From an optimization exercise on the open Yosys and OpenROAD flow, aimed at small area, a short achievable clock period and few clock cycles per item; shortcuts taken in it are not production practice.
Function was checked by simulation only, so behaviour that the tests miss may differ from the original.
Power is estimated from default activity; no workload was simulated.

==> module CORDIC, before the edit <==
module CORDIC (
    input clk,
    input rst,
    input input_ready,
    input [15:0] angle,
    output reg output_ready,
    output reg signed [15:0] cosine_out,
    output reg signed [15:0] sine_out
);
    reg               busy;
    reg               first;  
    reg        [3:0]  m;      
    reg               up;     
    reg signed [11:0] r;      
    reg        [10:0] t;      
    reg               d1, d2;   
    reg               f1, f0;   
    function [16:0] bk_add;
        input [16:0] a, b;
        input        cin;
        reg [16:0] g, p, G, P, c;
        integer i, d;
        begin
            g = a & b;
            p = a ^ b;
            G = g;
            P = p;
            for (d = 1; d < 17; d = d * 2)
                for (i = 2 * d - 1; i < 17; i = i + 2 * d) begin
                    G[i] = G[i] | (P[i] & G[i - d]);
                    P[i] = P[i] & P[i - d];
                end
            for (d = 8; d >= 1; d = d / 2)
                for (i = 3 * d - 1; i < 17; i = i + 2 * d) begin
                    G[i] = G[i] | (P[i] & G[i - d]);
                    P[i] = P[i] & P[i - d];
                end
            c[0] = cin;
            for (i = 1; i < 17; i = i + 1)
                c[i] = G[i - 1] | (P[i - 1] & cin);
            bk_add = p ^ c;
        end
    endfunction
    function signed [15:0] sh;
        input signed [15:0] x;
        input [3:0] m;
        reg signed [15:0] y;
        begin
            y = x >>> 4;
            y = m[3] ? y >>> 8 : y;
            y = m[2] ? y >>> 4 : y;
            y = m[1] ? y >>> 2 : y;
            sh = m[0] ? y >>> 1 : y;
        end
    endfunction
    wire in_d1 = (angle >= 16'd11520);
    wire in_d2 = in_d1 ? (angle >= 16'd18321) : (angle >= 16'd4719);
    wire in_f1 = in_d1 ? (angle >= 16'd21914) : (angle >= 16'd8312);
    wire in_f0 = in_d1 ? (angle >= 16'd14728) : (angle >= 16'd1126);
    wire d3 = d2 ? f1 : f0;
    wire [3:0] m_next = busy ? m + 4'd1 : 4'd0;
    reg [10:0] t_next;
    always @* begin
        case (m_next)
            4'd0: t_next = 11'd915;
            4'd1: t_next = 11'd458;
            4'd2: t_next = 11'd205;
            4'd3: t_next = 11'd115;
            4'd4: t_next = 11'd57;
            4'd5: t_next = 11'd29;
            4'd6: t_next = 11'd14;
            4'd7: t_next = 11'd7;
            4'd8: t_next = 11'd4;
            4'd9: t_next = 11'd2;
            default: t_next = 11'd1;
        endcase
    end
    reg [11:0] z4;    
    always @* begin
        case ({d1, d2, d3})
            3'b111: z4 = 12'd3258;
            3'b110: z4 = 12'd3706;
            3'b101: z4 = 12'd168;
            3'b100: z4 = 12'd616;
            3'b011: z4 = 12'd1944;
            3'b010: z4 = 12'd2392;
            3'b001: z4 = 12'd2950;
            default: z4 = 12'd3398;    
        endcase
    end
    wire [11:0] k = first ? ~z4 : ({12{up}} ^ {1'd0, t});
    wire [16:0] r_w = bk_add({5'd0, r}, {5'd0, k}, up | first);
    wire signed [11:0] r_n = r_w[11:0];
    reg signed [15:0] c4, s4;
    always @* begin
        case ({d1, d2, d3})
            3'b111: begin c4 = -16'sd1553; s4 = 16'sd32645; end
            3'b110: begin c4 = 16'sd6529;  s4 = 16'sd32023; end
            3'b101: begin c4 = 16'sd13990; s4 = 16'sd29536; end
            3'b100: begin c4 = 16'sd20830; s4 = 16'sd25184; end
            3'b011: begin c4 = 16'sd25184; s4 = 16'sd20830; end
            3'b010: begin c4 = 16'sd29536; s4 = 16'sd13990; end
            3'b001: begin c4 = 16'sd32023; s4 = 16'sd6529;  end
            default: begin c4 = 16'sd32645; s4 = -16'sd1553; end
        endcase
    end
    wire signed [15:0] ss = busy ? sh(sine_out, m) : 16'sd0;
    wire signed [15:0] cs = busy ? sh(cosine_out, m) : 16'sd0;
    wire [16:0] c_w = bk_add({1'b0, cosine_out}, {1'b0, ss ^ {16{up}}}, up);
    wire [16:0] s_w = bk_add({1'b0, sine_out}, {1'b0, cs ^ {16{~up}}}, ~up);
    always @(posedge clk) begin
        if (rst) begin
            busy <= 1'b0;
            output_ready <= 1'b0;
        end else if (busy) begin
            if (m == 4'd11) begin
                busy <= 1'b0;
                output_ready <= 1'b1;
            end
        end else if (input_ready) begin
            busy <= 1'b1;
            output_ready <= 1'b0;
        end
        first <= ~rst && ~busy && input_ready;
        cosine_out <= first ? c4 : c_w[15:0];
        sine_out <= first ? s4 : s_w[15:0];
        t <= t_next;
        up <= ~r_n[11];
        d1 <= in_d1;
        d2 <= in_d2;
        f1 <= in_f1;
        f0 <= in_f0;
        if (busy) begin
            m <= m + 4'd1;
            r <= r_n;
        end else begin
            m <= 4'd15;
            r <= (angle >= 16'd25546) ? 12'd1162 : angle[11:0];
        end
    end
endmodule
Settings: LEC_CHECK=0, ABC_AREA=1, CAP_MARGIN=20, CORE_MARGIN=2, CORE_UTILIZATION=40, SLEW_MARGIN=20; clock period 10.0 ns.
standard.sh (not shown) runs the stock make flow with config.mk's settings and CLKGATE_MAP_FILE= SYNTH_SCRIPT=/design/flow/synth_recipe.tcl, a recipe that flattens the netlist after the stock synthesis.
==> flow/flow/run.sh <==
#!/bin/bash
# Standard layout with extra make settings for timing repair and the clock tree.
set -euo pipefail
bash standard.sh SETUP_SLACK_MARGIN=6.75 'BUFFER_PORTS_ARGS=-buffer_cell sky130_fd_sc_hd__buf_2' 'CTS_ARGS=-sink_clustering_enable -repair_clock_nets -dont_use_dummy_load -buf_list {sky130_fd_sc_hd__clkbuf_2 sky130_fd_sc_hd__clkbuf_4 sky130_fd_sc_hd__clkbuf_8}' finish > make_finish.log 2>&1
The baseline ran to the end with no violations.
Testbench counts at the start, summed over its fixed seeds: cycles 33,600, items 2,400.
Then changed:
--- a/flow/design.v
+++ b/flow/design.v
@@ -12,5 +12,5 @@
     reg        [3:0]  m;      
     reg               up;     
-    reg signed [11:0] r;      
+    reg signed [12:0] r;      
     reg        [10:0] t;      
     reg               d1, d2;   
@@ -76,20 +76,20 @@
         endcase
     end
-    reg [11:0] z4;    
+    reg [12:0] z4;    
     always @* begin
         case ({d1, d2, d3})
-            3'b111: z4 = 12'd3258;
-            3'b110: z4 = 12'd3706;
-            3'b101: z4 = 12'd168;
-            3'b100: z4 = 12'd616;
-            3'b011: z4 = 12'd1944;
-            3'b010: z4 = 12'd2392;
-            3'b001: z4 = 12'd2950;
-            default: z4 = 12'd3398;    
+            3'b111: z4 = 13'd7354;
+            3'b110: z4 = 13'd3706;
+            3'b101: z4 = 13'd168;
+            3'b100: z4 = 13'd4712;
+            3'b011: z4 = 13'd1944;
+            3'b010: z4 = 13'sd6488;
+            3'b001: z4 = 13'sd2950;
+            default: z4 = 13'd7494;    
         endcase
     end
-    wire [11:0] k = first ? ~z4 : ({12{up}} ^ {1'd0, t});
-    wire [16:0] r_w = bk_add({5'd0, r}, {5'd0, k}, up | first);
-    wire signed [11:0] r_n = r_w[11:0];
+    wire [12:0] k = first ? ~z4 : ({13{up}} ^ {2'd0, t});
+    wire [16:0] r_w = bk_add({4'd0, r}, {4'd0, k}, up | first);
+    wire signed [12:0] r_n = r_w[12:0];
     reg signed [15:0] c4, s4;
     always @* begin
@@ -126,5 +126,5 @@
         sine_out <= first ? s4 : s_w[15:0];
         t <= t_next;
-        up <= ~r_n[11];
+        up <= ~r_n[12];
         d1 <= in_d1;
         d2 <= in_d2;
@@ -136,5 +136,5 @@
         end else begin
             m <= 4'd15;
-            r <= (angle >= 16'd25546) ? 12'd1162 : angle[11:0];
+            r <= (angle >= 16'd25546) ? 13'd1162 : angle[12:0];
         end
     end
Wire length came out higher by a few percent.
Via count goes up slightly.
Total power increases by a few percent.
Non-clock buffer count climbs by 8.
Fmax is higher slightly.
Testbench counts after the change, summed over its fixed seeds: cycles 33,600, items 2,400.

==> re-timing with driven ports <==
In the flow no input, the clock included, has a driving cell. The finished layouts below were timed again as built, in two steps. Step 1 (the two cells are an assumption about what drives the block):
set clk [get_ports {clk}]
set_driving_cell -lib_cell sky130_fd_sc_hd__clkbuf_16 $clk
set_driving_cell -lib_cell sky130_fd_sc_hd__buf_2 [delete_from_list [all_inputs] $clk]
Step 2 moves the port delays by t, midway between the first and last clock arrival at a register: inputs arrive t later, outputs are due t later. That takes back most of the time a late clock gives input paths. Three values: no drivers, after step 1, after step 2; two values: the first two.
run	shift t [ns]	slack for setup (ns)	worst register clock-pin slew, ns
the first run	0.389	6.918 / 6.918 / 6.577	0.07 / 0.07
the second run	0.402	6.960 / 6.937 / 6.609	0.08 / 0.08
After both steps every run listed still meets setup and hold. For the second run, which loses most, drivers alone change the setup slack by -0.023 ns; drivers and shift together by -0.351 ns.
